Source: an optimization exercise on an open RTL-to-GDS flow (aim: small area). Production flows keep margins and buffers that such runs may drop.
In this exercise RTL edits were held to simulation tests only and were not proved equivalent to the original.
No activity file was given, so power comes from the tool's default toggle rates.

**constraint.sdc**
```tcl
create_clock -name core_clock -period 10.0 [get_ports {CLK}]
set_input_delay 2.0000 -clock core_clock [delete_from_list [all_inputs] [get_ports {CLK}]]
set_output_delay 2.0000 -clock core_clock [all_outputs]
set_load 0.01 [all_outputs]
```
**run.sh**
```bash
#!/bin/bash
# synth_recipe.tcl (not shown) runs the flow's synth.tcl, then flattens the netlist and writes it again
# the make line also repeats each setting of config.mk as NAME=value (left out here)
make -C /OpenROAD-flow-scripts/flow DESIGN_CONFIG=/design/flow/config.mk WORK_HOME=/design/flow/orfs CLKGATE_MAP_FILE= SYNTH_SCRIPT=/design/flow/synth_recipe.tcl finish
```
**config.mk**
```make
export PLATFORM = sky130hd
export DESIGN_NAME = data_loader
export DESIGN_NICKNAME = data_loader
export VERILOG_FILES = /design/flow/design.v
export SDC_FILE = /design/flow/constraint.sdc
export NUM_CORES = 4
export LEC_CHECK = 0
export CAP_MARGIN = 20
export CORE_MARGIN = 2
export CORE_UTILIZATION = 40
export SLEW_MARGIN = 20
```
**design.v**
```verilog
`timescale 1 ns / 1 ps
module DflopX4(
    input wire CLK,
    input wire [7:0] a,
    output reg [7:0] x
    );
    always @(posedge CLK) begin
        x <= a;
    end
endmodule
`timescale 1 ns / 1 ps
module matrix(
    input  wire [15:0] acc,
    input  wire [7:0]  a,
    input  wire [7:0]  b,
    output wire [15:0] sum
);
    assign sum = acc + a * b;
endmodule
`timescale 1 ns / 1 ps
module data_loader(
    input wire CLK,
    input wire [7:0] data,
    input wire [1:0] ctrl_logic,
    output reg [255:0] res_mat
);
    wire [7:0] data_out;
    DflopX4 data_flop(CLK, data, data_out);
    reg n4, n3;
    reg [1:0] row, col;
    reg       phb;
    reg       done;
    wire cmd_data  = (ctrl_logic == 2'd0);
    wire cmd_head  = (ctrl_logic == 2'd1);
    wire cmd_clear = (ctrl_logic == 2'd2);
    wire [1:0] nm1 = n4 ? 2'd3 : (n3 ? 2'd2 : 2'd1);
    wire col_last = (col == nm1);
    wire row_last = (row == nm1);
    always @(posedge CLK) begin
        if (cmd_head) begin
            n4 <= data_out[2];
            n3 <= data_out[1] & data_out[0];
        end
    end
    always @(posedge CLK) begin
        done <= cmd_data & phb & col_last & row_last;
        if (cmd_clear) begin
            row <= 2'd0;
            col <= 2'd0;
            phb <= 1'b0;
        end else if (cmd_data) begin
            if (col_last) begin
                col <= 2'd0;
                if (row_last) begin
                    row <= 2'd0;
                    phb <= 1'b1;
                end else begin
                    row <= row + 2'd1;
                end
            end else begin
                col <= col + 2'd1;
            end
        end
    end
    reg [7:0] a [0:15];
    wire sh_a = cmd_data & (~phb | col_last);
    integer p;
    always @(posedge CLK) begin
        if (sh_a) begin
            for (p = 0; p < 15; p = p + 1)
                a[p] <= a[p + 1];
            a[15] <= data_out;
            if (n3) a[8] <= data_out;
            if (~n4 & ~n3) a[3] <= data_out;
        end
    end
    reg [15:0] ps [0:15];
    wire [7:0] a0 = a[0];
    wire [7:0] a1 = n4 ? a[4] : (n3 ? a[3] : a[2]);
    wire [7:0] a2 = n4 ? a[8] : a[6];
    wire [7:0] a3 = a[12];
    wire [15:0] t0 = n4 ? ps[15] : (n3 ? ps[8] : ps[3]);
    wire [15:0] t1 = n4 ? ps[11] : (n3 ? ps[5] : ps[1]);
    wire [15:0] t2 = n4 ? ps[7] : ps[2];
    wire [15:0] t3 = ps[3];
    wire first = (row == 2'd0);
    wire [15:0] s0, s1, s2, s3;
    matrix mac0(first ? 16'd0 : t0, a0, data_out, s0);
    matrix mac1(first ? 16'd0 : t1, a1, data_out, s1);
    matrix mac2(first ? 16'd0 : t2, a2, data_out, s2);
    matrix mac3(first ? 16'd0 : t3, a3, data_out, s3);
    wire sh_p = cmd_data & phb;
    always @(posedge CLK) begin
        if (sh_p) begin
            for (p = 1; p < 16; p = p + 1)
                ps[p] <= ps[p - 1];
            ps[0]  <= n4 ? s3 : (n3 ? s2 : s1);
            if (~n4 & ~n3) ps[2] <= s0;
            if (n3) ps[3] <= s1;
            if (n4) ps[4] <= s2;
            if (n3) ps[6] <= s0;
            if (n4) ps[8] <= s1;
            ps[12] <= s0;
        end
    end
    integer s;
    always @(posedge CLK) begin
        if (done) begin
            for (s = 0; s < 4; s = s + 1)
                res_mat[16 * s +: 16] <= ps[s];
            if (n4 | n3)
                for (s = 4; s < 9; s = s + 1)
                    res_mat[16 * s +: 16] <= ps[s];
            if (n4)
                for (s = 9; s < 16; s = s + 1)
                    res_mat[16 * s +: 16] <= ps[s];
        end
    end
endmodule
```
==> flow_summary.ini, run 1 <==
[run_status]
status = timing/DRC/antenna clean

[hold_path]
worstHoldEndpoint = a[9][2]
min_from = a[10][2]
hold_path_depth = 0
timing.hold.worst.class = reg2reg

[clock_network]
numClockSinks = 656
ctsRootBufferMaster = sky130_fd_sc_hd__clkbuf_16
tritoncts.num_buffers = 74
clock_tree_from_tritoncts = yes
clk_slew_on_worst_s_h_paths_ns = 0.06
clkLatencyLatePin_ns = 0.63
post_cts_resized = 0
max-clock-path-buffers = 3
cts-htree-levels = 3
post_cts_hold_buffer_count = 0
setup_fix_bufs_post_cts = 0

[floorplan]
initial_core_util_pct = 40.51
die_area_mm2 = 0.08401
fp.dieW_um = 289.9
dieHeight_um = 289.9
core_area_mm2 = 0.08068
num_io_pins = 267
placement_rows = 104

[grt]
vias_in_the_first_global_route = 19360
number_of_antenna_violations_at_the_first_check_in_global_routing = 2
global_route_wire_length_before_repair_um = 120800
groute.usage.overall_pct = 19.05
grt_start_max_net_pins = 143
grt_overflow_total = 0

[setup_path]
cpMostUsedCell = sky130_fd_sc_hd__fa_1
reg2reg_to = ps[0][15]
worstReg2RegStart = n3
path_cells = buf_4, mux2i_1, nor2_1, a21oi_1, nand2b_1, fa_1, inv_1, fa_1, fa_1, inv_1, fa_1, inv_1, ha_1, o21a_1, o31a_2, o211ai_2, a21oi_1, nor2_1, xnor2_1, a221o_1
cp_max_fo = 43
cp-start-kind = flop
crit_path_max_incr_delay_ns = 0.67
criticalPathCategory = reg2reg
reg2reg_setup_slack_ns = 3.74
cp.required_ns = 10.37
cp_top_family = adder cells
crit_path_end_kind = flop
worst_r2r_path_depth = 20
critical_path_arrival_ns = 6.63
path_buf_inv = 4
timing.critical_path.slowest_stage_cell = sky130_fd_sc_hd__buf_4

[power_and_ir_drop]
power_leakage_nw = 15.02
power.switching_fraction_pct = 29.74
power_per_cell_area_mw_per_mm2 = 199.7
max-vdd-ir-drop_mv = 0.1108
pwr-share-comb_pct = 24.8
pwr-share-clk_pct = 35.6
netSwitchingPower_mw = 2.326
power.internal_mw = 5.495
design_power_total_mw = 7.822
sequential_power_share_pct = 39.6

[sta]
relative_slew_slack_pct = 36.59
report.final.hold_viol_count = 0
final_report_setup_violation_count = 0
setup-tns-final_ns = 0
final.min_clock_period_ns = 6.255
timing_worst_slew_pin_value_ns = 0.9246
min_period_over_period_pct = 62.55
timing.final.max_slew_violations = 0
fmaxAchievable_mhz = 159.9
grt_setup_unrepaired = false
worst_clock_skew_ns = 0.01962

[logic_synthesis]
synth-main-ff-cell = sky130_fd_sc_hd__edfxtp_1
register_area_share_after_synthesis_pct = 59.84
synth_warnings = 4
synth_area_leaders = sky130_fd_sc_hd__edfxtp_1, sky130_fd_sc_hd__fa_1, sky130_fd_sc_hd__ha_1, sky130_fd_sc_hd__inv_1, sky130_fd_sc_hd__mux2_2
number_of_enable_type_register_cells_in_the_synthesized_netlist = 642
yosysTopAreaCellShare_pct = 58.98
netlist_instances = 2264
mappedNetlistNets = 2616
synth_seq_cells = 656
synth_async_sr_flop_share_pct = 0
netlist.top_cell.by_area = sky130_fd_sc_hd__edfxtp_1
count_of_different_cell_masters_after_synthesis = 65
syn-cell-area_mm2 = 0.03268
avgSynthCellArea_um2 = 14.44

[cells_and_area]
layout.cells.most_common = sky130_fd_sc_hd__edfxtp_1
nets = 2919
area.sequential_mm2 = 0.01956
multi_input_comb_area_mm2 = 0.01164
syn2layout_area_growth_pct = 19.84
num_antenna_cells = 0
layout_common_cells = sky130_fd_sc_hd__edfxtp_1, sky130_fd_sc_hd__inv_1, sky130_fd_sc_hd__clkdlybuf4s50_1
final_layout_size_suffix_gt1_share_pct = 10.47
filler_cell_count = 6987

[detailed_routing]
dr.first_iter.drc_count = 1141
wire_per_inst_um = 21.55
drc_errors = 0
ant_nets = 0
dr.pass1.iters = 5
dr_total_vias = 18090
via_per_inst = 4.907
routed_wirelength_um = 79440

[job]
max_cap_viol_count = 0

[place]
place.gp.congestion = 0.8415
hpwlAfterDp_um = 57090
io_buffers = 266
[routing by layer]
layer	up-vias	routed length [um]	track usage (%)
met3	124	3193	2.941
met1	9270	34620	24.96
met4	0	2010	5.856
met2	377	39620	32.67
li1	8318	-	-
met5	-	0	0
[flip-flops by register name, indices dropped and copies added (netlist names)]
| name | count |
|---|---|
| phb | 1 |
| n3 | 1 |
| data_flop.x | 8 |
| res_mat | 256 |
| col | 2 |
| ps | 256 |
| row | 2 |
| done | 1 |
| n4 | 1 |
| a | 128 |
[power by group through the flow]
stage          clock network (mW)  logic [mW]  registers [mW]
2_1_floorplan                   0        1.36            3.15
3_3_place_gp                    0        1.92            3.15
3_5_place_dp                    0        1.95            3.16
4_1_cts                      2.86        1.96            3.10
5_1_grt                      2.95        2.18            3.10
6_report                     2.78        1.94            3.10
[stage by stage]
step	area (um2)	setup WS [ns]	util (%)	hold slack (ns)	cells
global placement	36650	3.734	45.42	0.4008	3551
finish	39170	3.745	48.55	0.4073	3686
detailed placement	36650	3.738	45.42	0.4045	3551
CTS	39160	3.714	48.54	0.4027	3686
global route	39170	3.299	48.55	0.4051	3686
floorplan	32680	1.112	-	0.4003	2264
[layout make-up]
class	count	share of cell area, %
Clock buffer	85	5.019
Clock inverter	50	1.406
Inverter	328	3.143
Multi-Input combinational cell	1214	29.71
Sequential cell	656	49.95
Tap cell	1060	3.386
Timing Repair Buffer	293	7.389
[worst max path at each step]
stage / slack (ns) / endpoint / startpoint / cells past startpoint
floorplan: 1.11 / a[0][0] / ctrl_logic[0] / 2
global placement: 3.73 / ps[6][15] / n3 / 18
detailed placement: 3.74 / ps[2][15] / n3 / 18
CTS: 3.71 / ps[6][15] / n3 / 18
global route: 3.30 / ps[0][12] / n3 / 19
finish: 3.74 / ps[0][15] / n3 / 20
[cells in the mapped netlist (16+ instances only)]
| library cell | instances |
|---|---|
| sky130_fd_sc_hd__a21oi_1 | 49 |
| sky130_fd_sc_hd__and2_1 | 123 |
| sky130_fd_sc_hd__buf_2 | 16 |
| sky130_fd_sc_hd__clkbuf_1 | 44 |
| sky130_fd_sc_hd__edfxtp_1 | 642 |
| sky130_fd_sc_hd__fa_1 | 200 |
| sky130_fd_sc_hd__ha_1 | 141 |
| sky130_fd_sc_hd__inv_1 | 328 |
| sky130_fd_sc_hd__mux2_2 | 93 |
| sky130_fd_sc_hd__mux2i_1 | 74 |
| sky130_fd_sc_hd__nand2_1 | 147 |
| sky130_fd_sc_hd__nand2b_1 | 50 |
| sky130_fd_sc_hd__nor2_1 | 70 |
| sky130_fd_sc_hd__nor2b_1 | 51 |
| sky130_fd_sc_hd__o21ai_0 | 49 |
| sky130_fd_sc_hd__xnor2_1 | 36 |
[cell families after synthesis]
| logic type | count (synthesis) | synth area share [%] |
|---|---|---|
| buffers and inverters | 394 | 4.655 |
| and+or+nand+nor | 482 | 7.584 |
| xor gates and xnor gates | 47 | 1.282 |
| AOI/OAI and AO/OA | 176 | 3.484 |
| adders and majority gates | 341 | 17.65 |
| muxes | 168 | 5.505 |
| DFF | 656 | 59.84 |
==> run 2: changes to the inputs <==
--- a/config.mk
+++ b/config.mk
@@ -7,2 +7,3 @@
 export LEC_CHECK = 0
+export ABC_AREA = 1
 export CAP_MARGIN = 20
==> run 2 against run 1 <==
- sequential power increased by 7.1%
- routed wire length increased by 6.8%
- cell count increased by 16%
- critical path depth increased by 1
- first-iteration DRC count increased by 54%
- clock skew increased by 0.0020 ns
- combinational power increased by 150%
- worst hold slack improved by 0.0057 ns
- power increased by 37%
- die area increased by 1.5%
- sequential share of layout area decreased by 0.22 points
- largest power group is now combinational logic
- design area increased by 0.45%
==> flow_summary.ini, run 2 <==
[run_status]
status = timing/DRC/antenna clean

[logic_synthesis]
synth-main-ff-cell = sky130_fd_sc_hd__edfxtp_1
netlist_instances = 2868
mappedNetlistNets = 3220
synth_async_sr_flop_share_pct = 0
synth_area_leaders = sky130_fd_sc_hd__edfxtp_1, sky130_fd_sc_hd__fa_1, sky130_fd_sc_hd__nand2_1, sky130_fd_sc_hd__inv_1, sky130_fd_sc_hd__ha_1
yosysTopAreaCellShare_pct = 58.08
avgSynthCellArea_um2 = 11.57
synth_seq_cells = 656
count_of_different_cell_masters_after_synthesis = 45
netlist.top_cell.by_area = sky130_fd_sc_hd__edfxtp_1
syn-cell-area_mm2 = 0.03320
register_area_share_after_synthesis_pct = 58.92
number_of_enable_type_register_cells_in_the_synthesized_netlist = 642
yosys.cell_count.top_type = sky130_fd_sc_hd__nand2_1
synth_warnings = 4
netlist_top_cells_count = sky130_fd_sc_hd__nand2_1, sky130_fd_sc_hd__edfxtp_1, sky130_fd_sc_hd__inv_1, sky130_fd_sc_hd__fa_1, sky130_fd_sc_hd__ha_1

[sta]
timing_worst_slew_pin_value_ns = 1.053
worst_clock_skew_ns = 0.02159
grt_setup_unrepaired = false
layout_setup_ws_ns = 3.312
fmaxAchievable_mhz = 149.5
relative_slew_slack_pct = 29.83
min_period_over_period_pct = 66.88
setup-tns-final_ns = 0
timing.final.max_slew_violations = 0
final.min_clock_period_ns = 6.688
report.final.hold_viol_count = 0
final_report_setup_violation_count = 0

[hold_path]
timing.hold.worst.class = reg2reg
min_from = a[11][1]

[clock_network]
post_cts_hold_buffer_count = 0
tritoncts.num_buffers = 70
setup_fix_bufs_post_cts = 0
clkLatencyLatePin_ns = 0.61
numClockSinks = 656
post_cts_resized = 0
clk_slew_on_worst_s_h_paths_ns = 0.06
clock_tree_from_tritoncts = yes
max-clock-path-buffers = 3
cts-htree-levels = 3
ctsRootBufferMaster = sky130_fd_sc_hd__clkbuf_16

[detailed_routing]
via_per_inst = 4.905
dr_total_vias = 20910
routed_wirelength_um = 84820
wire_per_inst_um = 19.90
dr.first_iter.drc_count = 1758
ant_nets = 0
dr.pass1.iters = 5
drc_errors = 0

[floorplan]
num_io_pins = 267
dieHeight_um = 292.1
core_area_mm2 = 0.08211
die_area_mm2 = 0.08531
initial_core_util_pct = 40.43
fp.dieW_um = 292.1
placement_rows = 105

[power_and_ir_drop]
sequential_power_share_pct = 31.1
max-vdd-ir-drop_mv = 0.1445
power_per_cell_area_mw_per_mm2 = 271.6
power.switching_fraction_pct = 40.25
netSwitchingPower_mw = 4.300
power.internal_mw = 6.385
pwr-share-comb_pct = 44.5
pwr-share-clk_pct = 24.4
power_leakage_nw = 16.83

[grt]
number_of_antenna_violations_at_the_first_check_in_global_routing = 2
global_route_wire_length_before_repair_um = 128500
grt_overflow_total = 0
groute.usage.overall_pct = 20.09
grt_start_max_net_pins = 142
vias_in_the_first_global_route = 21020

[setup_path]
worstReg2RegStart = n4
criticalPathCategory = reg2reg
critical_path_arrival_ns = 7.02
cp.required_ns = 10.33
timing.critical_path.slowest_stage_cell = sky130_fd_sc_hd__inv_2
cp-start-kind = flop
path_cells = inv_2, nand2_2, inv_2, buf_4, nand2_1, nand2_1, nand2_1, fa_1, inv_1, fa_1, fa_1, inv_1, fa_1, inv_1, ha_1, nand2_1, a21oi_1, o21ai_0, nand4_1, nand3_1, o21ai_0
crit_path_max_incr_delay_ns = 0.59
crit_path_end_kind = flop
startpoint = n4
cp_max_fo = 37

[cells_and_area]
layout.cells.most_common = sky130_fd_sc_hd__nand2_1
final_layout_size_suffix_gt1_share_pct = 5.139
filler_cell_count = 7408
layout_common_cells = sky130_fd_sc_hd__nand2_1, sky130_fd_sc_hd__edfxtp_1, sky130_fd_sc_hd__inv_1
syn2layout_area_growth_pct = 18.52
nets = 3489
reg_top3 = ps x256, res_mat x256, a x128

[place]
place.gp.congestion = 0.8906
io_buffers = 266
hpwlAfterDp_um = 61630
dpl_worst_slack_ns = 3.287

[job]
max_cap_viol_count = 0
[run 2: worst paths after layout]
| path | depth (start not counted) | slack, ns | to |
|---|---|---|---|
| min reg2reg | 0 | 0.41 | a[10][1] |
| min | 0 | 0.41 | a[10][1] |
| max reg2reg | 21 | 3.31 | ps[8][13] |
| max | 21 | 3.31 | ps[8][13] |
[run 2: cell type report]
| class | instances | area (um2) | share of cell area, % |
|---|---|---|---|
| tap | 1070 | 1339 | 3.403 |
| clock inverter | 35 | 371.6 | 0.9445 |
| timing repair buffer | 290 | 2880 | 7.321 |
| multi-input combinational | 1519 | 11010 | 27.97 |
| clock buffer | 91 | 1926 | 4.894 |
| inverter | 600 | 2255 | 5.731 |
| antenna | 1 | 2.502 | 0.006361 |
| sequential | 656 | 19560 | 49.73 |
[run 2: logic make-up after synthesis]
kind of cell	after synthesis	synth area share, %
xor+xnor	19	0.5465
compound gates	202	3.445
flops	656	58.92
simple gates	957	11.71
buf+inv	693	8.006
fa+ha+maj	341	17.38
[run 2: per-stage QoR]
stage	hold slack [ns]	cells	instance area [um2]	utilization [%]	total power, mW
2_1_floorplan	0.4003	2868	33200	-	6.709
3_3_place_gp	0.4003	4135	37040	45.11	8.054
3_5_place_dp	0.4045	4135	37040	45.11	8.111
4_1_cts	0.4096	4261	39340	47.91	10.76
5_1_grt	0.4142	4261	39340	47.91	11.54
6_report	0.4129	4262	39340	47.91	10.68
[run 2: routing by layer]
layer | track usage [%] | share of wire [%] | vias up
li1 | - | - | 9740
met1 | 27.55 | 43 | 10390
met2 | 33.54 | 48 | 666
met3 | 3.022 | 6.1 | 109
met4 | 5.104 | 2.0 | 2
met5 | 0 | 0.015 | -
[run 2: power groups by stage]
stage / logic, mW / clock network (mW) / registers, mW
floorplan: 3.35 / 0 / 3.36
global placement: 4.68 / 0 / 3.38
detailed placement: 4.73 / 0 / 3.38
CTS: 4.77 / 2.67 / 3.32
global route: 5.44 / 2.77 / 3.33
finish: 4.76 / 2.60 / 3.32
[run 2: critical path: cells and delay by family, from the launching register on]
family / cells / cell delay (ns)
buffers and inverters: 6 / 1.61
adder cells (fa/ha/maj): 5 / 2.37
AO/OA/AOI/OAI: 3 / 0.42
AND/OR/NAND/NOR: 7 / 1.49
flip-flops: 1 / 0.49

separate check: timing with driven ports:
The results above use ideal ports. As a check the final layouts listed here were re-extracted and re-timed, cells and wires unchanged.
Step 1 (the two cells are an assumption about what drives the block):
set clk [get_ports {CLK}]
set_driving_cell -lib_cell sky130_fd_sc_hd__clkbuf_16 $clk
set_driving_cell -lib_cell sky130_fd_sc_hd__buf_2 [delete_from_list [all_inputs] $clk]
Step 2 moves the port delays by t, midway between the first and last clock arrival at a register: inputs arrive t later, outputs are due t later. That takes back most of the time a late clock gives input paths.
Three values: no drivers, after step 1, after step 2; two values: the first two.
| run | shift t [ns] | setup slack, ns | latest minus earliest clock arrival (ns) | slew at the worst register clock pin (ns) |
|---|---|---|---|---|
| run 1 | 0.679 | 3.745 / 3.745 / 3.745 | 0.021 / 0.022 | 0.06 / 0.06 |
| run 2 | 0.664 | 3.312 / 3.312 / 3.312 | 0.022 / 0.022 | 0.06 / 0.06 |
After both steps every run listed still meets setup and hold.
